From an optimization exercise on the open Yosys and OpenROAD flow, aimed at small area and a short achievable clock period; shortcuts taken in it are not production practice. Function was checked by simulation only, so behaviour that the tests miss may differ from the original. Power figures rest on the tool's default switching activity, not on a simulated workload.

--- flow/design.v ---
module alu_top (
    input             clk,
    input      [7:0]  a,
    input      [7:0]  b,
    input      [3:0]  sel,
    output reg [15:0] out
);
    reg  [7:0]  a_q, b_q;
    reg  [3:0]  sel_q;
    wire [15:0] alu_out;
    always @(posedge clk) begin
        a_q   <= a;
        b_q   <= b;
        sel_q <= sel;
        out   <= alu_out;
    end
    alu u_alu (.a(a_q), .b(b_q), .sel(sel_q), .out(alu_out));
endmodule

`timescale 1ns / 1ps
module alu(
    input  [7:0]  a, b,
    input  [3:0]  sel,
    output reg [15:0] out
    );
    wire        is_inc = (sel == 4'd1);
    wire        is_sub = (sel == 4'd2);
    wire [7:0]  bop    = is_inc ? 8'd0 : (is_sub ? ~b : b);
    wire [8:0]  sum    = {1'b0, a} + {1'b0, bop} + {8'd0, (is_inc | is_sub)};
    wire pp0_0 = a[0] & b[0];
    wire pp0_1 = a[1] & b[0];
    wire pp0_2 = a[2] & b[0];
    wire pp0_3 = a[3] & b[0];
    wire pp0_4 = a[4] & b[0];
    wire pp0_5 = a[5] & b[0];
    wire pp0_6 = a[6] & b[0];
    wire pp0_7 = a[7] & b[0];
    wire pp1_0 = a[0] & b[1];
    wire pp1_1 = a[1] & b[1];
    wire pp1_2 = a[2] & b[1];
    wire pp1_3 = a[3] & b[1];
    wire pp1_4 = a[4] & b[1];
    wire pp1_5 = a[5] & b[1];
    wire pp1_6 = a[6] & b[1];
    wire pp1_7 = a[7] & b[1];
    wire pp2_0 = a[0] & b[2];
    wire pp2_1 = a[1] & b[2];
    wire pp2_2 = a[2] & b[2];
    wire pp2_3 = a[3] & b[2];
    wire pp2_4 = a[4] & b[2];
    wire pp2_5 = a[5] & b[2];
    wire pp2_6 = a[6] & b[2];
    wire pp2_7 = a[7] & b[2];
    wire pp3_0 = a[0] & b[3];
    wire pp3_1 = a[1] & b[3];
    wire pp3_2 = a[2] & b[3];
    wire pp3_3 = a[3] & b[3];
    wire pp3_4 = a[4] & b[3];
    wire pp3_5 = a[5] & b[3];
    wire pp3_6 = a[6] & b[3];
    wire pp3_7 = a[7] & b[3];
    wire pp4_0 = a[0] & b[4];
    wire pp4_1 = a[1] & b[4];
    wire pp4_2 = a[2] & b[4];
    wire pp4_3 = a[3] & b[4];
    wire pp4_4 = a[4] & b[4];
    wire pp4_5 = a[5] & b[4];
    wire pp4_6 = a[6] & b[4];
    wire pp4_7 = a[7] & b[4];
    wire pp5_0 = a[0] & b[5];
    wire pp5_1 = a[1] & b[5];
    wire pp5_2 = a[2] & b[5];
    wire pp5_3 = a[3] & b[5];
    wire pp5_4 = a[4] & b[5];
    wire pp5_5 = a[5] & b[5];
    wire pp5_6 = a[6] & b[5];
    wire pp5_7 = a[7] & b[5];
    wire pp6_0 = a[0] & b[6];
    wire pp6_1 = a[1] & b[6];
    wire pp6_2 = a[2] & b[6];
    wire pp6_3 = a[3] & b[6];
    wire pp6_4 = a[4] & b[6];
    wire pp6_5 = a[5] & b[6];
    wire pp6_6 = a[6] & b[6];
    wire pp6_7 = a[7] & b[6];
    wire pp7_0 = a[0] & b[7];
    wire pp7_1 = a[1] & b[7];
    wire pp7_2 = a[2] & b[7];
    wire pp7_3 = a[3] & b[7];
    wire pp7_4 = a[4] & b[7];
    wire pp7_5 = a[5] & b[7];
    wire pp7_6 = a[6] & b[7];
    wire pp7_7 = a[7] & b[7];
    wire ms1 = pp0_6 ^ pp1_5;
    wire mc2 = pp0_6 & pp1_5;
    wire ms3 = pp0_7 ^ pp1_6 ^ pp2_5;
    wire mc4 = (pp0_7 & pp1_6) | (pp0_7 & pp2_5) | (pp1_6 & pp2_5);
    wire ms5 = pp3_4 ^ pp4_3;
    wire mc6 = pp3_4 & pp4_3;
    wire ms7 = pp1_7 ^ pp2_6 ^ pp3_5;
    wire mc8 = (pp1_7 & pp2_6) | (pp1_7 & pp3_5) | (pp2_6 & pp3_5);
    wire ms9 = pp4_4 ^ pp5_3;
    wire mc10 = pp4_4 & pp5_3;
    wire ms11 = pp2_7 ^ pp3_6 ^ pp4_5;
    wire mc12 = (pp2_7 & pp3_6) | (pp2_7 & pp4_5) | (pp3_6 & pp4_5);
    wire ms13 = pp0_4 ^ pp1_3;
    wire mc14 = pp0_4 & pp1_3;
    wire ms15 = pp0_5 ^ pp1_4 ^ pp2_3;
    wire mc16 = (pp0_5 & pp1_4) | (pp0_5 & pp2_3) | (pp1_4 & pp2_3);
    wire ms17 = pp3_2 ^ pp4_1;
    wire mc18 = pp3_2 & pp4_1;
    wire ms19 = ms1 ^ pp2_4 ^ pp3_3;
    wire mc20 = (ms1 & pp2_4) | (ms1 & pp3_3) | (pp2_4 & pp3_3);
    wire ms21 = pp4_2 ^ pp5_1 ^ pp6_0;
    wire mc22 = (pp4_2 & pp5_1) | (pp4_2 & pp6_0) | (pp5_1 & pp6_0);
    wire ms23 = mc2 ^ ms3 ^ ms5;
    wire mc24 = (mc2 & ms3) | (mc2 & ms5) | (ms3 & ms5);
    wire ms25 = pp5_2 ^ pp6_1 ^ pp7_0;
    wire mc26 = (pp5_2 & pp6_1) | (pp5_2 & pp7_0) | (pp6_1 & pp7_0);
    wire ms27 = mc4 ^ mc6 ^ ms7;
    wire mc28 = (mc4 & mc6) | (mc4 & ms7) | (mc6 & ms7);
    wire ms29 = ms9 ^ pp6_2 ^ pp7_1;
    wire mc30 = (ms9 & pp6_2) | (ms9 & pp7_1) | (pp6_2 & pp7_1);
    wire ms31 = mc8 ^ mc10 ^ ms11;
    wire mc32 = (mc8 & mc10) | (mc8 & ms11) | (mc10 & ms11);
    wire ms33 = pp5_4 ^ pp6_3 ^ pp7_2;
    wire mc34 = (pp5_4 & pp6_3) | (pp5_4 & pp7_2) | (pp6_3 & pp7_2);
    wire ms35 = mc12 ^ pp3_7 ^ pp4_6;
    wire mc36 = (mc12 & pp3_7) | (mc12 & pp4_6) | (pp3_7 & pp4_6);
    wire ms37 = pp5_5 ^ pp6_4 ^ pp7_3;
    wire mc38 = (pp5_5 & pp6_4) | (pp5_5 & pp7_3) | (pp6_4 & pp7_3);
    wire ms39 = pp4_7 ^ pp5_6 ^ pp6_5;
    wire mc40 = (pp4_7 & pp5_6) | (pp4_7 & pp6_5) | (pp5_6 & pp6_5);
    wire ms41 = pp0_3 ^ pp1_2;
    wire mc42 = pp0_3 & pp1_2;
    wire ms43 = ms13 ^ pp2_2 ^ pp3_1;
    wire mc44 = (ms13 & pp2_2) | (ms13 & pp3_1) | (pp2_2 & pp3_1);
    wire ms45 = mc14 ^ ms15 ^ ms17;
    wire mc46 = (mc14 & ms15) | (mc14 & ms17) | (ms15 & ms17);
    wire ms47 = mc16 ^ mc18 ^ ms19;
    wire mc48 = (mc16 & mc18) | (mc16 & ms19) | (mc18 & ms19);
    wire ms49 = mc20 ^ mc22 ^ ms23;
    wire mc50 = (mc20 & mc22) | (mc20 & ms23) | (mc22 & ms23);
    wire ms51 = mc24 ^ mc26 ^ ms27;
    wire mc52 = (mc24 & mc26) | (mc24 & ms27) | (mc26 & ms27);
    wire ms53 = mc28 ^ mc30 ^ ms31;
    wire mc54 = (mc28 & mc30) | (mc28 & ms31) | (mc30 & ms31);
    wire ms55 = mc32 ^ mc34 ^ ms35;
    wire mc56 = (mc32 & mc34) | (mc32 & ms35) | (mc34 & ms35);
    wire ms57 = mc36 ^ mc38 ^ ms39;
    wire mc58 = (mc36 & mc38) | (mc36 & ms39) | (mc38 & ms39);
    wire ms59 = mc40 ^ pp5_7 ^ pp6_6;
    wire mc60 = (mc40 & pp5_7) | (mc40 & pp6_6) | (pp5_7 & pp6_6);
    wire ms61 = pp0_2 ^ pp1_1;
    wire mc62 = pp0_2 & pp1_1;
    wire ms63 = ms41 ^ pp2_1 ^ pp3_0;
    wire mc64 = (ms41 & pp2_1) | (ms41 & pp3_0) | (pp2_1 & pp3_0);
    wire ms65 = mc42 ^ ms43 ^ pp4_0;
    wire mc66 = (mc42 & ms43) | (mc42 & pp4_0) | (ms43 & pp4_0);
    wire ms67 = mc44 ^ ms45 ^ pp5_0;
    wire mc68 = (mc44 & ms45) | (mc44 & pp5_0) | (ms45 & pp5_0);
    wire ms69 = mc46 ^ ms47 ^ ms21;
    wire mc70 = (mc46 & ms47) | (mc46 & ms21) | (ms47 & ms21);
    wire ms71 = mc48 ^ ms49 ^ ms25;
    wire mc72 = (mc48 & ms49) | (mc48 & ms25) | (ms49 & ms25);
    wire ms73 = mc50 ^ ms51 ^ ms29;
    wire mc74 = (mc50 & ms51) | (mc50 & ms29) | (ms51 & ms29);
    wire ms75 = mc52 ^ ms53 ^ ms33;
    wire mc76 = (mc52 & ms53) | (mc52 & ms33) | (ms53 & ms33);
    wire ms77 = mc54 ^ ms55 ^ ms37;
    wire mc78 = (mc54 & ms55) | (mc54 & ms37) | (ms55 & ms37);
    wire ms79 = mc56 ^ ms57 ^ pp7_4;
    wire mc80 = (mc56 & ms57) | (mc56 & pp7_4) | (ms57 & pp7_4);
    wire ms81 = mc58 ^ ms59 ^ pp7_5;
    wire mc82 = (mc58 & ms59) | (mc58 & pp7_5) | (ms59 & pp7_5);
    wire ms83 = mc60 ^ pp6_7 ^ pp7_6;
    wire mc84 = (mc60 & pp6_7) | (mc60 & pp7_6) | (pp6_7 & pp7_6);
    wire ms85 = pp0_1 ^ pp1_0;
    wire mc86 = pp0_1 & pp1_0;
    wire ms87 = ms61 ^ pp2_0 ^ mc86;
    wire mc88 = (ms61 & pp2_0) | (ms61 & mc86) | (pp2_0 & mc86);
    wire ms89 = mc62 ^ ms63 ^ mc88;
    wire mc90 = (mc62 & ms63) | (mc62 & mc88) | (ms63 & mc88);
    wire ms91 = mc64 ^ ms65 ^ mc90;
    wire mc92 = (mc64 & ms65) | (mc64 & mc90) | (ms65 & mc90);
    wire ms93 = mc66 ^ ms67 ^ mc92;
    wire mc94 = (mc66 & ms67) | (mc66 & mc92) | (ms67 & mc92);
    wire ms95 = mc68 ^ ms69 ^ mc94;
    wire mc96 = (mc68 & ms69) | (mc68 & mc94) | (ms69 & mc94);
    wire ms97 = mc70 ^ ms71 ^ mc96;
    wire mc98 = (mc70 & ms71) | (mc70 & mc96) | (ms71 & mc96);
    wire ms99 = mc72 ^ ms73 ^ mc98;
    wire mc100 = (mc72 & ms73) | (mc72 & mc98) | (ms73 & mc98);
    wire ms101 = mc74 ^ ms75 ^ mc100;
    wire mc102 = (mc74 & ms75) | (mc74 & mc100) | (ms75 & mc100);
    wire ms103 = mc76 ^ ms77 ^ mc102;
    wire mc104 = (mc76 & ms77) | (mc76 & mc102) | (ms77 & mc102);
    wire ms105 = mc78 ^ ms79 ^ mc104;
    wire mc106 = (mc78 & ms79) | (mc78 & mc104) | (ms79 & mc104);
    wire ms107 = mc80 ^ ms81 ^ mc106;
    wire mc108 = (mc80 & ms81) | (mc80 & mc106) | (ms81 & mc106);
    wire ms109 = mc82 ^ ms83 ^ mc108;
    wire mc110 = (mc82 & ms83) | (mc82 & mc108) | (ms83 & mc108);
    wire ms111 = mc84 ^ pp7_7 ^ mc110;
    wire mc112 = (mc84 & pp7_7) | (mc84 & mc110) | (pp7_7 & mc110);
    wire [15:0] prod = {mc112, ms111, ms109, ms107, ms105, ms103, ms101, ms99, ms97, ms95, ms93, ms91, ms89, ms87, ms85, pp0_0};
    wire [7:0] q;
    wire gs7_113 = (a[7] | ~b[0]);
    assign q[7] = (b[7:1] == 0) & gs7_113;
    wire [0:0] r7 = q[7] ? {(a[7] ^ b[0])} : {a[7]};
    wire gs6_114 = (a[6] | ~b[0]);
    wire gs6_115 = (r7[0] & ~b[1]);
    wire es6_116 = ~(r7[0] ^ b[1]);
    wire ps6_117 = gs6_115 | (es6_116 & gs6_114);
    assign q[6] = (b[7:2] == 0) & ps6_117;
    wire [1:0] r6 = q[6] ? {(r7[0] ^ b[1] ^ ~gs6_114), (a[6] ^ b[0])} : {r7[0], a[6]};
    wire gs5_118 = (a[5] | ~b[0]);
    wire gs5_119 = (r6[0] & ~b[1]);
    wire es5_120 = ~(r6[0] ^ b[1]);
    wire gs5_121 = (r6[1] & ~b[2]);
    wire es5_122 = ~(r6[1] ^ b[2]);
    wire ps5_123 = gs5_119 | (es5_120 & gs5_118);
    wire ps5_124 = gs5_121 | (es5_122 & ps5_123);
    assign q[5] = (b[7:3] == 0) & ps5_124;
    wire [2:0] r5 = q[5] ? {(r6[1] ^ b[2] ^ ~ps5_123), (r6[0] ^ b[1] ^ ~gs5_118), (a[5] ^ b[0])} : {r6[1], r6[0], a[5]};
    wire gs4_125 = (a[4] | ~b[0]);
    wire gs4_126 = (r5[0] & ~b[1]);
    wire es4_127 = ~(r5[0] ^ b[1]);
    wire gs4_128 = (r5[1] & ~b[2]);
    wire es4_129 = ~(r5[1] ^ b[2]);
    wire gs4_130 = (r5[2] & ~b[3]);
    wire es4_131 = ~(r5[2] ^ b[3]);
    wire ps4_132 = gs4_126 | (es4_127 & gs4_125);
    wire ps4_133 = gs4_130 | (es4_131 & gs4_128);
    wire qs4_134 = es4_131 & es4_129;
    wire ps4_135 = gs4_128 | (es4_129 & ps4_132);
    wire ps4_136 = ps4_133 | (qs4_134 & ps4_132);
    assign q[4] = (b[7:4] == 0) & ps4_136;
    wire [3:0] r4 = q[4] ? {(r5[2] ^ b[3] ^ ~ps4_135), (r5[1] ^ b[2] ^ ~ps4_132), (r5[0] ^ b[1] ^ ~gs4_125), (a[4] ^ b[0])} : {r5[2], r5[1], r5[0], a[4]};
    wire gs3_137 = (a[3] | ~b[0]);
    wire gs3_138 = (r4[0] & ~b[1]);
    wire es3_139 = ~(r4[0] ^ b[1]);
    wire gs3_140 = (r4[1] & ~b[2]);
    wire es3_141 = ~(r4[1] ^ b[2]);
    wire gs3_142 = (r4[2] & ~b[3]);
    wire es3_143 = ~(r4[2] ^ b[3]);
    wire gs3_144 = (r4[3] & ~b[4]);
    wire es3_145 = ~(r4[3] ^ b[4]);
    wire ps3_146 = gs3_138 | (es3_139 & gs3_137);
    wire ps3_147 = gs3_142 | (es3_143 & gs3_140);
    wire qs3_148 = es3_143 & es3_141;
    wire ps3_149 = gs3_140 | (es3_141 & ps3_146);
    wire ps3_150 = ps3_147 | (qs3_148 & ps3_146);
    wire ps3_151 = gs3_144 | (es3_145 & ps3_150);
    assign q[3] = (b[7:5] == 0) & ps3_151;
    wire [4:0] r3 = q[3] ? {(r4[3] ^ b[4] ^ ~ps3_150), (r4[2] ^ b[3] ^ ~ps3_149), (r4[1] ^ b[2] ^ ~ps3_146), (r4[0] ^ b[1] ^ ~gs3_137), (a[3] ^ b[0])} : {r4[3], r4[2], r4[1], r4[0], a[3]};
    wire gs2_152 = (a[2] | ~b[0]);
    wire gs2_153 = (r3[0] & ~b[1]);
    wire es2_154 = ~(r3[0] ^ b[1]);
    wire gs2_155 = (r3[1] & ~b[2]);
    wire es2_156 = ~(r3[1] ^ b[2]);
    wire gs2_157 = (r3[2] & ~b[3]);
    wire es2_158 = ~(r3[2] ^ b[3]);
    wire gs2_159 = (r3[3] & ~b[4]);
    wire es2_160 = ~(r3[3] ^ b[4]);
    wire gs2_161 = (r3[4] & ~b[5]);
    wire es2_162 = ~(r3[4] ^ b[5]);
    wire ps2_163 = gs2_153 | (es2_154 & gs2_152);
    wire ps2_164 = gs2_157 | (es2_158 & gs2_155);
    wire qs2_165 = es2_158 & es2_156;
    wire ps2_166 = gs2_161 | (es2_162 & gs2_159);
    wire qs2_167 = es2_162 & es2_160;
    wire ps2_168 = gs2_155 | (es2_156 & ps2_163);
    wire ps2_169 = ps2_164 | (qs2_165 & ps2_163);
    wire ps2_170 = gs2_159 | (es2_160 & ps2_169);
    wire ps2_171 = ps2_166 | (qs2_167 & ps2_169);
    assign q[2] = (b[7:6] == 0) & ps2_171;
    wire [5:0] r2 = q[2] ? {(r3[4] ^ b[5] ^ ~ps2_170), (r3[3] ^ b[4] ^ ~ps2_169), (r3[2] ^ b[3] ^ ~ps2_168), (r3[1] ^ b[2] ^ ~ps2_163), (r3[0] ^ b[1] ^ ~gs2_152), (a[2] ^ b[0])} : {r3[4], r3[3], r3[2], r3[1], r3[0], a[2]};
    wire gs1_172 = (a[1] | ~b[0]);
    wire gs1_173 = (r2[0] & ~b[1]);
    wire es1_174 = ~(r2[0] ^ b[1]);
    wire gs1_175 = (r2[1] & ~b[2]);
    wire es1_176 = ~(r2[1] ^ b[2]);
    wire gs1_177 = (r2[2] & ~b[3]);
    wire es1_178 = ~(r2[2] ^ b[3]);
    wire gs1_179 = (r2[3] & ~b[4]);
    wire es1_180 = ~(r2[3] ^ b[4]);
    wire gs1_181 = (r2[4] & ~b[5]);
    wire es1_182 = ~(r2[4] ^ b[5]);
    wire gs1_183 = (r2[5] & ~b[6]);
    wire es1_184 = ~(r2[5] ^ b[6]);
    wire ps1_185 = gs1_173 | (es1_174 & gs1_172);
    wire ps1_186 = gs1_177 | (es1_178 & gs1_175);
    wire qs1_187 = es1_178 & es1_176;
    wire ps1_188 = gs1_181 | (es1_182 & gs1_179);
    wire qs1_189 = es1_182 & es1_180;
    wire ps1_190 = gs1_175 | (es1_176 & ps1_185);
    wire ps1_191 = ps1_186 | (qs1_187 & ps1_185);
    wire ps1_192 = gs1_183 | (es1_184 & ps1_188);
    wire qs1_193 = es1_184 & qs1_189;
    wire ps1_194 = gs1_179 | (es1_180 & ps1_191);
    wire ps1_195 = ps1_188 | (qs1_189 & ps1_191);
    wire ps1_196 = ps1_192 | (qs1_193 & ps1_191);
    assign q[1] = (b[7:7] == 0) & ps1_196;
    wire [6:0] r1 = q[1] ? {(r2[5] ^ b[6] ^ ~ps1_195), (r2[4] ^ b[5] ^ ~ps1_194), (r2[3] ^ b[4] ^ ~ps1_191), (r2[2] ^ b[3] ^ ~ps1_190), (r2[1] ^ b[2] ^ ~ps1_185), (r2[0] ^ b[1] ^ ~gs1_172), (a[1] ^ b[0])} : {r2[5], r2[4], r2[3], r2[2], r2[1], r2[0], a[1]};
    wire gs0_197 = (a[0] | ~b[0]);
    wire gs0_198 = (r1[0] & ~b[1]);
    wire es0_199 = ~(r1[0] ^ b[1]);
    wire gs0_200 = (r1[1] & ~b[2]);
    wire es0_201 = ~(r1[1] ^ b[2]);
    wire gs0_202 = (r1[2] & ~b[3]);
    wire es0_203 = ~(r1[2] ^ b[3]);
    wire gs0_204 = (r1[3] & ~b[4]);
    wire es0_205 = ~(r1[3] ^ b[4]);
    wire gs0_206 = (r1[4] & ~b[5]);
    wire es0_207 = ~(r1[4] ^ b[5]);
    wire gs0_208 = (r1[5] & ~b[6]);
    wire es0_209 = ~(r1[5] ^ b[6]);
    wire gs0_210 = (r1[6] & ~b[7]);
    wire es0_211 = ~(r1[6] ^ b[7]);
    wire ps0_212 = gs0_198 | (es0_199 & gs0_197);
    wire ps0_213 = gs0_202 | (es0_203 & gs0_200);
    wire qs0_214 = es0_203 & es0_201;
    wire ps0_215 = gs0_206 | (es0_207 & gs0_204);
    wire qs0_216 = es0_207 & es0_205;
    wire ps0_217 = gs0_210 | (es0_211 & gs0_208);
    wire qs0_218 = es0_211 & es0_209;
    wire ps0_219 = gs0_200 | (es0_201 & ps0_212);
    wire ps0_220 = ps0_213 | (qs0_214 & ps0_212);
    wire ps0_221 = gs0_208 | (es0_209 & ps0_215);
    wire qs0_222 = es0_209 & qs0_216;
    wire ps0_223 = ps0_217 | (qs0_218 & ps0_215);
    wire qs0_224 = qs0_218 & qs0_216;
    wire ps0_225 = gs0_204 | (es0_205 & ps0_220);
    wire ps0_226 = ps0_215 | (qs0_216 & ps0_220);
    wire ps0_227 = ps0_221 | (qs0_222 & ps0_220);
    wire ps0_228 = ps0_223 | (qs0_224 & ps0_220);
    assign q[0] = 1'b1 & ps0_228;
    wire [7:0] r0 = q[0] ? {(r1[6] ^ b[7] ^ ~ps0_227), (r1[5] ^ b[6] ^ ~ps0_226), (r1[4] ^ b[5] ^ ~ps0_225), (r1[3] ^ b[4] ^ ~ps0_220), (r1[2] ^ b[3] ^ ~ps0_219), (r1[1] ^ b[2] ^ ~ps0_212), (r1[0] ^ b[1] ^ ~gs0_197), (a[0] ^ b[0])} : {r1[6], r1[5], r1[4], r1[3], r1[2], r1[1], r1[0], a[0]};
    wire bz = (b == 8'd0);
    always @(*) begin
        case (sel)
            4'd0:  out = {7'd0, sum};
            4'd1:  out = {7'd0, sum};
            4'd2:  out = {{8{~sum[8]}}, sum[7:0]};
            4'd3:  out = prod;
            4'd4:  out = bz ? 16'd0 : {8'd0, q};
            4'd5:  out = bz ? 16'd0 : {8'd0, r0};
            4'd6:  out = {8'd0, a & b};
            4'd7:  out = {8'd0, a | b};
            4'd8:  out = {8'hff, ~(a & b)};
            4'd9:  out = {8'hff, ~(a | b)};
            4'd10: out = {8'd0, a ^ b};
            default: out = 16'd0;
        endcase
    end
endmodule
--- flow/flow/run.sh ---
#!/bin/bash
# Layout flow: the standard ORFS layout (standard.sh) with these changes:
#  - synthesis is synth_recipe.tcl unchanged except that ABC runs flow/synth.abc;
#  - no Yosys full/half-adder cell mapping (ADDER_MAP_FILE empty), so ABC maps
#    all of the logic;
#  - the resizer keeps a larger setup slack margin, so it sizes the critical
#    paths instead of stopping at the 32 ns constraint;
#  - the smallest buffer (buf_1) on each port.
# Each tool's output goes to a log file in this folder.
set -euo pipefail
W=$(pwd)
MARGIN=$(cat flow/margin.txt 2>/dev/null || echo 24)
{
  echo "proc abc {args} {"
  echo "  set i [lsearch \$args -script]"
  echo "  if {\$i >= 0} { lset args [expr {\$i + 1}] $W/flow/synth.abc }"
  echo "  yosys abc {*}\$args"
  echo "}"
  cat synth_recipe.tcl
} > my_synth.tcl
bash standard.sh SYNTH_SCRIPT=$W/my_synth.tcl ADDER_MAP_FILE= SETUP_SLACK_MARGIN=$MARGIN \
  "BUFFER_PORTS_ARGS=-buffer_cell sky130_fd_sc_hd__buf_1" finish > orfs_make.log 2>&1
cp orfs/logs/*/alu_top/base/*.log . 2>/dev/null || true
--- flow/flow/margin.txt ---
24
--- flow/flow/synth.abc ---
strash
 dch
 map -B 0.9
 topo
 stime -c
--- flow/standard.sh ---
#!/bin/bash
# synth_recipe.tcl (not shown) runs the flow's synth.tcl, then flattens the netlist and writes it again
# the make line also repeats each setting of config.mk as NAME=value (left out here)
make -C /OpenROAD-flow-scripts/flow DESIGN_CONFIG=/design/flow/config.mk WORK_HOME=/design/flow/orfs CLKGATE_MAP_FILE= SYNTH_SCRIPT=/design/flow/synth_recipe.tcl "${@:-finish}"
--- flow/config.mk ---
export PLATFORM = sky130hd
export DESIGN_NAME = alu_top
export DESIGN_NICKNAME = alu_top
export VERILOG_FILES = /design/flow/design.v
export SDC_FILE = /design/flow/constraint.sdc
export NUM_CORES = 4
export LEC_CHECK = 0
export ABC_AREA = 1
export CAP_MARGIN = 20
export CORE_MARGIN = 2
export CORE_UTILIZATION = 60
export SLEW_MARGIN = 20
--- flow/constraint.sdc ---
create_clock -name core_clock -period 32.0 [get_ports {clk}]
set_input_delay 6.4000 -clock core_clock [delete_from_list [all_inputs] [get_ports {clk}]]
set_output_delay 6.4000 -clock core_clock [all_outputs]
set_load 0.01 [all_outputs]
==> impl_metrics.yaml, run 1 <==
routing:
  drc: 0
  antenna_left: 0
  via_per_inst: 5.59
  vias: 7099
  wl_um: 17400
  wl_per_cell_um: 13.7
  first_iter_violations: 570
  drt-pass1-iter-count: 9
setup_path:
  crit_path_start: "out[12]"
  crit_slowest_cell: "dfxtp_1"
  r2r_end: "out[5]"
  crit_buf_inv: 1
  max_stage_delay_ps: 320
  critPathCaptureType: "output pin"
  crit_chain: "buf_1"
  crit_cells: 1
  crit_end: "out[12]"
  crit_arrival_ps: 770
  reg2reg_depth: 57
  cp_top_family: "flip-flops"
  reg2reg_from: "b_q[6]"
  start_kind: "register"
  rrSetupSlack_ps: 24860
  worstPathRequired_ps: 25600
  critical_path_class: "register to output pin"
  cp_max_fo: 1
floorplan:
  ioPinCount: 37
  rows: 34
  coreArea_um2: 8760
  die_x_um: 99.1
  die_area_um2: 9820
  start_util_pct: 61.9
  die_y_um: 99.1
timing:
  min_period_over_period_pct: 22.4
  worstMarginPinSlew_ps: 818
  setup_tns_ps: 0
  rsz0062_at_grt: "false"
  setup_viol: 0
  slew_viol_final: 0
  period_needed_ps: 7170
  slew_headroom_pct: 44.0
  holdWs_ps: 715
  max_freq_mhz: 139
  hold_violations: 0
  finalClockSkew_ps: 15.0
synthesis:
  synth_edf_count: 0
  syn_avg_cell_area_um2: 4.93
  yosys_warnings: 2
  yosys_register_bits: 36
  synth_area_leaders: "nand2_1, dfxtp_1, nand3_1, clkinv_1, nor2_1"
  syn-instance-count: 1102
  ys_seq_area_share_pct: 13.3
  synth_top_area_share_pct: 31.5
  yosysUniqueCellTypes: 29
  synth_top_area_cell: "nand2_1"
  synthesis.area_um2: 5430
  synthesis.nets: 1123
  ys.flop_type: "dfxtp_1"
  async_flop_share_pct: 0
power_and_ir_drop:
  p_leak_nw: 2.96
  p_per_area_nw_per_um2: 36.3
  vdd_drop_max_uv: 24.1
  total_power_mw: 0.221
global_route:
  grt_max_degree: 25
  overflow: 0
  grt_pass1_vias: 6284
  grt.total_usage_pct: 35.9
  grt_pass1_wl_um: 28900
  antenna_found_initial: 0
final_layout:
  diodes: 0
  num-fill-cells: 916
  regArea_um2: 739
  final_area_um2: 6080
  drive_gt1_share_pct: 6.12
  fin_nets: 1181
  area_delta_synth_final_pct: 11.9
  finish.utilization_pct: 69.3
  multiInputGateArea_um2: 4240
cts:
  clk_latency_ps: 310
  cts_buffers: 5
  cts_buffer_depth: 2
  cts_tree: "done"
  clk_pin_slew_ps: 100
  htree_levels: 2
  clock_sinks: 36
  cts-root-buf: "clkbuf_8"
place:
  dp_hpwl_um: 13000
  place.port_buffers: 36
  placed_area_um2: 5730
  place.gp.congestion: 1.03
worst_hold_path:
  worstHoldPathCells: 3
  hold_path.class: "register to register"
run_status:
  status: "no timing/DRC/antenna violations"
job:
  cap_viol_max_count: 0
how the worst min path moves through the flow:
stage          slack, ps  endpoint     start
2_1_floorplan        610    out[8]  sel_q[1]
3_3_place_gp         700    out[8]  sel_q[1]
3_5_place_dp         700    out[8]  sel_q[1]
4_1_cts              720    out[8]  sel_q[1]
5_1_grt              780    out[8]  sel_q[1]
6_report             720    out[8]  sel_q[1]
repair_timing:
item,CTS,global route
hold buffers,0,0
resized for setup,17,39
endpoints found under the setup margin,8,8
pin swaps,1,2
setup buffers,1,10
cloned,0,0
metrics by stage:
step	std cells	setup slack, ps
6_report	1269	24830
5_1_grt	1269	24010
4_1_cts	1259	24020
3_5_place_dp	1250	22730
3_3_place_gp	1250	22980
2_1_floorplan	1102	24470
Yosys cell counts, types with 3 or more instances:
master / instances
nand3b_1: 3
a21oi_1: 38
nor2_1: 120
o22ai_1: 5
xor2_1: 39
or2_2: 10
clkinv_1: 159
o21ai_0: 61
dfxtp_1: 36
nand2_1: 455
xnor2_1: 7
nand4_1: 6
o211ai_1: 9
nand3_1: 132
logic make-up (layout without fill, tap and decap cells):
family / Yosys count / after routing / share of synthesized area (%)
adder cells (fa/ha/maj): 2 / 2 / 0.369
AO/OA/AOI/OAI: 128 / 128 / 13.2
AND/OR/NAND/NOR: 731 / 731 / 54.8
flip-flops: 36 / 36 / 13.3
buffers and inverters: 159 / 218 / 11.0
XOR/XNOR: 46 / 46 / 7.42
final cells by class:
cell class / instances / share of cell area [%]
flip-flops and latches: 36 / 12.2
clock inverters: 2 / 0.227
clock buffers: 6 / 1.36
repair buffers: 51 / 4.08
well taps: 108 / 2.22
inverters: 159 / 10.2
multi-input cells: 907 / 69.7
cells in the final DEF, fill, tap and decap left out, drive strengths merged, types with 3 or more instances in the layout:
| cell type | synthesis | layout |
|---|---|---|
| nand2 | 455 | 455 |
| clkinv | 159 | 153 |
| nand3 | 132 | 132 |
| nor2 | 120 | 120 |
| o21ai | 61 | 61 |
| buf | 0 | 51 |
| xor2 | 39 | 39 |
| a21oi | 38 | 38 |
| dfxtp | 36 | 36 |
| or2 | 10 | 10 |
| o211ai | 9 | 9 |
| xnor2 | 7 | 7 |
| nand4 | 6 | 6 |
| clkbuf | 0 | 6 |
| o22ai | 5 | 5 |
| clkinvlp | 0 | 4 |
| inv | 0 | 4 |
| nand3b | 3 | 3 |
layer usage:
layer | up-vias | global-route usage, % | part of all wire, % | wire, µm
li1 | 3638 | - | - | -
met1 | 3045 | 46.1 | 42 | 7240
met2 | 341 | 59.5 | 44 | 7670
met3 | 75 | 5.97 | 9.7 | 1690
met4 | 0 | 15.3 | 4.6 | 807
met5 | - | 0 | 0 | 0
where the power goes:
group	switching (mW)	total (mW)	internal (mW)	leakage (nW)
registers	0.00540	0.0544	0.0490	0.304
logic	0.0839	0.127	0.0427	2.61
clock network	0.0221	0.0398	0.0177	0.0516
total	0.111	0.221	0.109	2.96
state kept, by name, indices dropped and copies added, names as in the netlist:
| signal | cells |
|---|---|
| out | 16 |
| a_q | 8 |
| b_q | 8 |
| sel_q | 4 |
==> run 2, diff against run 1 <==
==> flow/flow/synth.abc (replaced) <==
&get -n
 &st
 &dch
 &nf
 &put
 topo
 stime -c
 buffer -c
 upsize -c
 dnsize -c
==> impl_metrics.yaml, run 2 <==
run_status:
  status: "no timing/DRC/antenna violations"
final_layout:
  drive_gt1_share_pct: 23.7
  finish.utilization_pct: 81.7
  final_area_um2: 6710
  largest_reg_flops: 16
  area_delta_synth_final_pct: 32.2
  regMostFlops: "out"
  diodes: 0
  reg_top3: "out x16, a_q x8, b_q x8"
  final_common_cell: "nand2_1"
  layout_common_cells: "nand2_1, nor2_1, xnor2_1, buf_4, o21ai_0"
  num-fill-cells: 484
  fin_nets: 843
cts:
  cts_buffers: 5
  cts_tree: "done"
  htree_levels: 2
  cts_buffer_depth: 2
  clock_sinks: 36
  cts-root-buf: "clkbuf_8"
  clk_pin_slew_ps: 110
  clk_latency_ps: 320
synthesis:
  yosys_register_bits: 36
  yosys-top-cells-count: "nand2_1, nor2_1, xnor2_1"
  async_flop_share_pct: 0
  yosys-mux-area-fraction_pct: 3.10
  synthAdderAreaFrac_pct: 4.68
  yosysUniqueCellTypes: 72
  synth_edf_count: 0
  syn-instance-count: 744
  synthesis.nets: 765
  synth_top_area_cell: "xnor2_1"
  synthSimpleGateAreaFrac_pct: 28.4
  yosys_warnings: 2
  synthesis.area_um2: 5080
  yosysMostFrequentCell: "nand2_1"
  synth_compound_area_share_pct: 21.8
  ys.flop_type: "dfxtp_1"
  synth-xor-area-share_pct: 23.2
  synth_top_area_share_pct: 16.2
  synth_top_family_by_area: "simple AND/OR/NAND/NOR gates"
  synth_area_leaders: "xnor2_1, dfxtp_1, nand2_1, nor2_1, xor2_1"
  syn_avg_cell_area_um2: 6.82
  ys_seq_area_share_pct: 14.2
setup_path:
  start_kind: "register"
  worstPathRequired_ps: 32210
  cp_top_family: "compound AO/OA/AOI/OAI gates"
  critical_path_class: "register to register"
  crit_buf_inv: 4
  max_stage_delay_ps: 460
  crit_slowest_cell: "o31ai_1"
  path_common_cell: "maj3_2"
  crit_arrival_ps: 9420
  cp_max_fo: 7
  critPathCaptureType: "register"
power_and_ir_drop:
  p_leak_nw: 2.56
  p_per_area_nw_per_um2: 43.0
  vdd_drop_max_uv: 34.7
place:
  placed_area_um2: 5290
  place.gp.congestion: 0.925
  dp_slack_ps: 22010
  place.port_buffers: 36
  dp_hpwl_um: 10400
floorplan:
  coreArea_um2: 8220
  die_x_um: 96.0
  die_area_um2: 9210
  start_util_pct: 61.8
  rows: 33
  ioPinCount: 37
  die_y_um: 96.0
timing:
  setup_viol: 0
  period_needed_ps: 9210
  max_freq_mhz: 109
  slew_viol_final: 0
  min_period_over_period_pct: 28.8
  finalClockSkew_ps: 22.6
  rsz0062_at_grt: "true"
  hold_violations: 0
  worstMarginPinSlew_ps: 920
  holdWs_ps: 650
  setup_tns_ps: 0
  fin_ws_ps: 22790
  slew_headroom_pct: 38.6
routing:
  via_per_inst: 6.75
  drt-pass1-iter-count: 6
  wl_per_cell_um: 22.4
  first_iter_violations: 1020
  drc: 0
  antenna_left: 0
  vias: 6260
  wl_um: 20800
global_route:
  grt_pass1_wl_um: 27200
  overflow: 0
  grt.total_usage_pct: 38.0
  antenna_found_initial: 0
  grt_pass1_vias: 5450
  grt_max_degree: 31
job:
  cap_viol_max_count: 0
worst_hold_path:
  hold_path.class: "register to register"
==> run 2: per-layer routing <==
layer / GRT usage [%] / share of wire [%]
met1: 43.3 / 35
met2: 65.3 / 45
met3: 7.83 / 12
met4: 22.0 / 8.9
met5: 0 / 0
==> run 2: kinds of logic after synthesis <==
kind of cell / count (synthesis)
simple gates: 315
xor+xnor: 132
buf+inv: 60
flops: 36
fa+ha+maj: 23
mux: 15
compound gates: 163
==> run 2: stage by stage <==
stage          std cells  power, mW
6_report             928      0.289
5_1_grt              928      0.301
4_1_cts              906      0.256
3_5_place_dp         852      0.189
3_3_place_gp         852      0.185
2_1_floorplan        744      0.166
==> run 2: final timing paths <==
| check | endpoint | cells after the start | startpoint | slack (ps) |
|---|---|---|---|---|
| worst max-delay path | out[6] | 36 | b_q[1] | 22790 |
| worst min-delay path | out[15] | 2 | a_q[7] | 650 |
| worst max register to register | out[6] | 36 | b_q[1] | 22790 |
| worst min register to register | out[15] | 2 | a_q[7] | 650 |
==> run 2: what timing repair did <==
item,in CTS,in global routing
endpoints found under the setup margin,8,8
buffers inserted,45,19
cloned,1,3
hold buffers,0,0
pin swaps,31,26
resized for setup,96,46
==> run 2: power by group <==
group          internal [mW]  total (mW)  switching, mW
Combinational         0.0849       0.194          0.109
Sequential            0.0493      0.0553        0.00603
Clock                 0.0175      0.0393         0.0218
==> run 2: cell type report <==
class                           count  area (µm²)  area share, %
Tap cell                          105         131           1.96
Clock buffer                        6        82.6           1.23
Inverter                           19        75.1           1.12
Timing Repair Buffer              112         880           13.1
Clock inverter                      2        15.0          0.224
Multi-Input combinational cell    648        4780           71.2
Sequential cell                    36         748           11.1
==> run 2: worst min-delay path, cell delays in order (launching register included) <==
cell,delay (ps)
dfxtp_4,440
o2111ai_1,100
nand2_1,50
==> run 3, diff against run 2 <==
==> flow/flow/run.sh (replaced) <==
#!/bin/bash
# Layout flow: the standard ORFS layout (standard.sh) with these changes:
#  - synthesis is synth_recipe.tcl, except that ABC runs flow/synth.abc and
#    Yosys's full/half-adder extraction (extract_fa) is applied only to the
#    adder and multiplier modules (flow/fa_modules.txt), which are kept as
#    separate modules until the end of synthesis (SYNTH_HIERARCHICAL=1) and
#    then flattened by synth_recipe.tcl as usual;
#  - the resizer keeps a larger setup slack margin (flow/margin.txt), so it
#    sizes the critical paths instead of stopping at the 32 ns constraint;
#  - the smallest buffer (buf_1) on each port.
# Each tool's output goes to a log file in this folder.
set -euo pipefail
W=$(pwd)
MARGIN=$(cat flow/margin.txt)
FAMODS=$(cat flow/fa_modules.txt)
{
  echo "proc abc {args} {"
  echo "  set i [lsearch \$args -script]"
  echo "  if {\$i >= 0} { lset args [expr {\$i + 1}] $W/flow/synth.abc }"
  echo "  yosys abc {*}\$args"
  echo "}"
  echo "proc extract_fa {args} { yosys extract_fa {*}\$args $FAMODS }"
  cat synth_recipe.tcl
} > my_synth.tcl
EXTRA=()
[ -n "$FAMODS" ] && EXTRA+=(SYNTH_HIERARCHICAL=1 SYNTH_INSBUF=0)
[ -z "$FAMODS" ] && EXTRA+=(ADDER_MAP_FILE=)
bash standard.sh SYNTH_SCRIPT=$W/my_synth.tcl SETUP_SLACK_MARGIN=$MARGIN "${EXTRA[@]}" \
  "BUFFER_PORTS_ARGS=-buffer_cell sky130_fd_sc_hd__buf_1" finish > orfs_make.log 2>&1
cp orfs/logs/*/alu_top/base/*.log . 2>/dev/null || true
==> flow/flow/fa_modules.txt (new file) <==

==> flow/flow/margin.txt (replaced) <==
25
==> flow/flow/synth.abc (replaced) <==
strash
dch
map -B 0.9
topo
stime -c
buffer -c
upsize -c
dnsize -c
==> impl_metrics.yaml, run 3 <==
run_status:
  status: "no timing/DRC/antenna violations"
power_and_ir_drop:
  swShare_pct: 49.2
  clkPwrFrac_pct: 14.1
  combPwrFrac_pct: 61.4
  p_leak_nw: 3.64
  vdd_drop_max_uv: 22.5
  switchingPower_mw: 0.110
  p_per_area_nw_per_um2: 34.1
  p_int_mw: 0.114
  p_seq_share_pct: 24.4
final_layout:
  final_common_cell: "nand2_1"
  fin_nets: 1188
  num-fill-cells: 951
  regMostFlops: "out"
  area_delta_synth_final_pct: 10.4
  fin_cells: 1300
  layout_common_cells: "nand2_1, inv_1, nor2_1, nand3_1, o21ai_0"
  drive_gt1_share_pct: 14.3
  diodes: 0
  largest_reg_flops: 16
  reg_top3: "out x16, a_q x8, b_q x8"
timing:
  period_needed_ps: 7120
  setup_tns_ps: 0
  min_period_over_period_pct: 22.3
  holdWs_ps: 711
  rsz0062_at_grt: "true"
  finalClockSkew_ps: 9.52
  hold_violations: 0
  slew_headroom_pct: 26.2
  worstMarginPinSlew_ps: 1080
  setup_viol: 0
  max_freq_mhz: 140
  slew_viol_final: 0
setup_path:
  worstPathRequired_ps: 25600
  max_stage_delay_ps: 320
  crit_chain: "buf_6"
  crit_arrival_ps: 720
  critical_path_class: "register to output pin"
  crit_buf_inv: 1
  cp_max_fo: 1
  crit_slowest_cell: "dfxtp_2"
  cp_top_family: "flip-flops"
  critPathCaptureType: "output pin"
  start_kind: "register"
synthesis:
  synth_edf_count: 0
  synth_top_area_share_pct: 26.2
  synthesis.area_um2: 5940
  yosys_warnings: 2
  ys.flop_type: "dfxtp_1"
  yosysMostFrequentCell: "nand2_1"
  synthesis.nets: 1147
  yosysUniqueCellTypes: 47
  syn_avg_cell_area_um2: 5.27
  synth_area_leaders: "nand2_1, dfxtp_1, nand3_1, inv_1, nor2_1"
  ys_seq_area_share_pct: 12.1
  async_flop_share_pct: 0
  syn-instance-count: 1126
  yosys-top-cells-count: "nand2_1, inv_1, nor2_1"
  synth_top_area_cell: "nand2_1"
  yosys_register_bits: 36
cts:
  cts_buffer_depth: 2
  cts_buffers: 5
  cts_tree: "done"
  cts-root-buf: "clkbuf_8"
  clock_sinks: 36
  clk_pin_slew_ps: 70
  htree_levels: 2
  clk_latency_ps: 300
global_route:
  grt_max_degree: 25
  grt_pass1_vias: 5721
  overflow: 0
  antenna_found_initial: 0
  grt.total_usage_pct: 32.5
  grt_pass1_wl_um: 27600
floorplan:
  die_y_um: 103
  die_area_um2: 10700
  die_x_um: 103
  rows: 36
  start_util_pct: 61.3
  coreArea_um2: 9680
  ioPinCount: 37
place:
  dp_hpwl_um: 13100
  place.gp.congestion: 1.04
  place.port_buffers: 36
  dpl.cell_count: 1277
routing:
  vias: 6899
  antenna_left: 0
  wl_um: 17300
  wl_per_cell_um: 13.3
  drt-pass1-iter-count: 6
  via_per_inst: 5.31
  first_iter_violations: 578
  drc: 0
worst_hold_path:
  hold_path.class: "register to register"
job:
  cap_viol_max_count: 0
run 3: changes by cell type after synthesis, sizes merged, moves of 9 or more:
cell,before,now
nor2,105,120
clkbuf,26,7
maj3,23,2
nor3,13,2
inv,17,158
and2,24,1
o21ai,46,61
xnor2,95,7
nor2b,9,0
mux2i,12,0
nand2,108,455
nand3,20,132
run 3: final cells by class:
class	count	area (µm²)	share of cell area, %
Tap cell	133	166	2.54
Sequential cell	36	744	11.4
Multi-Input combinational cell	908	4540	69.3
Inverter	159	629	9.60
Clock inverter	1	5.00	0.0763
Timing Repair Buffer	57	398	6.07
Clock buffer	6	72.6	1.11
run 3: cell families (layout without fill, tap and decap cells):
kind of cell | count (synthesis) | count (layout) | synth area share [%]
AO/OA/AOI/OAI | 128 | 129 | 12.6
adder cells (fa/ha/maj) | 2 | 2 | 0.337
AND/OR/NAND/NOR | 731 | 731 | 55.7
flip-flops | 36 | 36 | 12.1
XOR/XNOR | 46 | 46 | 6.78
buffers and inverters | 183 | 223 | 12.5
run 3: worst paths after layout:
| check | from | endpoint | slack, ps | cells after the start |
|---|---|---|---|---|
| max | out[14] | out[14] | 24880 | 1 |
| min | sel_q[1] | out[8] | 710 | 3 |
| max reg2reg | b_q[6] | out[5] | 25620 | 61 |
| min reg2reg | sel_q[1] | out[8] | 710 | 3 |
run 3: per-layer routing:
layer / GRT usage [%] / share of wire [%]
met3: 5.91 / 10
met4: 9.11 / 2.7
met5: 0 / 0
met2: 49.4 / 42
met1: 46.7 / 45
run 3: power by group through the flow:
stage	sequential (mW)	clock [mW]	combinational, mW
global placement	0.0542	0	0.127
CTS	0.0530	0.0318	0.129
global route	0.0551	0.0332	0.158
detailed placement	0.0542	0	0.128
floorplan	0.0536	0	0.105
finish	0.0546	0.0316	0.137
run 3: through the flow:
stage | power, mW | setup WS, ps | utilization, % | area (µm²)
final | 0.224 | 24880 | 67.7 | 6560
after global routing | 0.246 | 24850 | 67.7 | 6560
after CTS | 0.214 | 24880 | 64.4 | 6240
after detailed placement | 0.182 | 25160 | 63.4 | 6140
after global placement | 0.181 | 25170 | 63.4 | 6140
after floorplan | 0.159 | 25270 | - | 5940
run 3: repair_timing:
action	4_1_cts	5_1_grt
resized for setup	16	59
endpoints found under the setup margin	16	24
setup buffers	0	15
hold buffers	0	0
hold endpoints to repair	0	0
cloned	0	1
pin swaps	0	9
==> run 4, diff against run 3 <==
==> flow/flow/run.sh (replaced) <==
#!/bin/bash
# Standard ORFS layout (the standard.sh) with these changes:
#  - no Yosys full/half-adder cell mapping, so ABC maps all the logic;
#  - the resizer keeps a larger setup margin, so it sizes the critical
#    paths instead of stopping at the 32 ns constraint;
#  - the smallest buffer on each port.
set -euo pipefail
MARGIN=24
bash standard.sh ADDER_MAP_FILE= SETUP_SLACK_MARGIN=$MARGIN \
  "BUFFER_PORTS_ARGS=-buffer_cell sky130_fd_sc_hd__buf_1" finish > orfs_make.log 2>&1
removed: flow/flow/fa_modules.txt
removed: flow/flow/margin.txt
removed: flow/flow/synth.abc
==> impl_metrics.yaml, run 4 <==
worst_hold_path:
  hold_path.class: "register to register"
final_layout:
  multiInputGateArea_um2: 4480
  fin_nets: 1172
  final_common_cell: "nand2_1"
  drive_gt1_share_pct: 9.38
  diodes: 0
  layout_common_cells: "nand2_1, inv_1, nor2_1, nand3_1, o21ai_0"
  final_area_um2: 6220
  reg_top3: "out x16, a_q x8, b_q x8"
  regMostFlops: "out"
  regArea_um2: 721
  num-fill-cells: 989
  largest_reg_flops: 16
  area_delta_synth_final_pct: 4.70
timing:
  slew_viol_final: 0
  max_freq_mhz: 140
  setup_tns_ps: 0
  rsz0062_at_grt: "false"
  finalClockSkew_ps: 11.8
  period_needed_ps: 7150
  hold_violations: 0
  min_period_over_period_pct: 22.3
  setup_viol: 0
  slew_headroom_pct: 39.2
  worstMarginPinSlew_ps: 889
synthesis:
  synth_top_area_cell: "nand2_1"
  synthSimpleGateAreaFrac_pct: 55.7
  async_flop_share_pct: 0
  ys_seq_area_share_pct: 12.1
  syn-instance-count: 1126
  synth_top_area_share_pct: 26.2
  synthesis.nets: 1147
  synthAdderAreaFrac_pct: 0.337
  synth_top_family_by_area: "simple AND/OR/NAND/NOR gates"
  synth_edf_count: 0
  yosys-mux-area-fraction_pct: 0
  synth-xor-area-share_pct: 6.78
  synthesis.area_um2: 5940
  yosys-top-cells-count: "nand2_1, inv_1, nor2_1"
  ys.flop_type: "dfxtp_1"
  synth_compound_area_share_pct: 12.6
  yosysUniqueCellTypes: 47
  synth_area_leaders: "nand2_1, dfxtp_1, nand3_1, inv_1, nor2_1"
  yosysMostFrequentCell: "nand2_1"
  yosys_register_bits: 36
  yosys_warnings: 2
  syn_avg_cell_area_um2: 5.27
global_route:
  overflow: 0
  grt_max_degree: 25
  grt.busiest_layer: "met2"
  gr-usage-met1_pct: 46.7
  grt_pass1_vias: 5712
  antenna_found_initial: 0
  grtUsageMet2_pct: 49.3
  grt.met3_usage_pct: 5.91
  grt_pass1_wl_um: 27500
  grt.total_usage_pct: 32.4
cts:
  htree_levels: 2
  cts_buffers: 5
  clk_pin_slew_ps: 70
  cts_hold_buf: 0
  ctsResizeCount: 0
  clock_sinks: 36
  cts_tree: "done"
  cts_buffer_depth: 2
  post_cts_buffers: 0
  cts-root-buf: "clkbuf_8"
  clk_latency_ps: 310
setup_path:
  cp_top_family: "flip-flops"
  critPathCaptureType: "output pin"
  crit_slowest_cell: "dfxtp_1"
  worstPathRequired_ps: 25600
  start_kind: "register"
  cp_max_fo: 1
  critical_path_class: "register to output pin"
  crit_chain: "buf_1"
  crit_buf_inv: 1
  max_stage_delay_ps: 310
  crit_arrival_ps: 750
floorplan:
  start_util_pct: 61.3
  die_y_um: 103
  die_x_um: 103
  ioPinCount: 37
  coreArea_um2: 9680
  die_area_um2: 10700
  rows: 36
power_and_ir_drop:
  p_leak_nw: 3.48
  clkPwrFrac_pct: 14.9
  combPwrFrac_pct: 60.3
  vdd_drop_max_uv: 22.0
  swShare_pct: 49.8
  total_power_mw: 0.215
  switchingPower_mw: 0.107
  p_seq_share_pct: 24.8
  p_per_area_nw_per_um2: 34.5
  p_int_mw: 0.108
place:
  placed_area_um2: 6140
  place.port_buffers: 36
  dp_hpwl_um: 13100
  place.gp.congestion: 1.04
routing:
  first_iter_violations: 599
  drc: 0
  via_per_inst: 5.26
  wl_per_cell_um: 12.9
  antenna_left: 0
  wl_um: 16600
  vias: 6760
  drt-pass1-iter-count: 5
job:
  cap_viol_max_count: 0
run_status:
  status: "no timing/DRC/antenna violations"
run 4: final cells by class:
class | count | area share, %
Inverter | 159 | 9.60
Multi-Input combinational cell | 907 | 72.0
Timing Repair Buffer | 42 | 2.90
Sequential cell | 36 | 11.6
Clock buffer | 6 | 1.17
Clock inverter | 1 | 0.0805
Tap cell | 133 | 2.68
run 4: through the flow:
| stage | util, % | cells | hold WS, ps | setup slack, ps |
|---|---|---|---|---|
| after detailed placement | 63.4 | 1277 | 703 | 25160 |
| after global routing | 64.2 | 1284 | 772 | 24140 |
| final | 64.2 | 1284 | 722 | 24850 |
| after floorplan | - | 1126 | 618 | 25270 |
| after global placement | 63.4 | 1277 | 709 | 25170 |
| after CTS | 64.2 | 1284 | 720 | 24860 |
run 4: final timing paths:
path / cells after the start / from / slack [ps] / endpoint
setup / recovery: 1 / out[14] / 24850 / out[14]
hold / removal: 3 / sel_q[1] / 720 / out[8]
setup reg to reg: 65 / b_q[1] / 25020 / out[4]
hold reg to reg: 3 / sel_q[1] / 720 / out[8]
run 4: logic make-up after synthesis:
group | Yosys count
xor+xnor | 46
fa+ha+maj | 2
buf+inv | 183
compound gates | 128
flops | 36
simple gates | 731
run 4: power by group through the flow:
stage | combinational (mW) | clock (mW) | sequential [mW]
floorplan | 0.105 | 0 | 0.0536
global placement | 0.127 | 0 | 0.0542
detailed placement | 0.128 | 0 | 0.0542
CTS | 0.128 | 0.0318 | 0.0531
global route | 0.150 | 0.0332 | 0.0540
finish | 0.130 | 0.0319 | 0.0533
run 4: per-layer routing:
layer  vias up  part of all wire [%]
met4         0                   2.8
met3        42                    10
met1      2811                    46
met2       304                    41
met5         -                     0
li1       3603                     -

## re-timing with driven ports
The flow's constraints put no driver on any port. The routed layouts listed below were extracted and timed again, unchanged, in two steps. Step 1 sets driving cells, clkbuf_16 on the clock port and buf_2 on the other inputs (assumed; they add their load-dependent delay and slew). Step 2 moves the port delays by t, midway between the first and last clock arrival at a register: inputs arrive t later, outputs are due t later. That takes back most of the time a late clock gives input paths. Slacks: no drivers / after step 1 / after step 2; pairs: no drivers / after step 1.
run	shift t [ns]	setup WS [ns]	pins driven straight from the clock port
run 1	0.336	24.827 / 24.793 / 24.859	1
run 2	0.345	22.787 / 22.787 / 22.787	1
run 3	0.333	24.875 / 24.841 / 25.174	1
run 4	0.340	24.851 / 24.816 / 25.021	1
After both steps setup and hold are still met in every run listed.
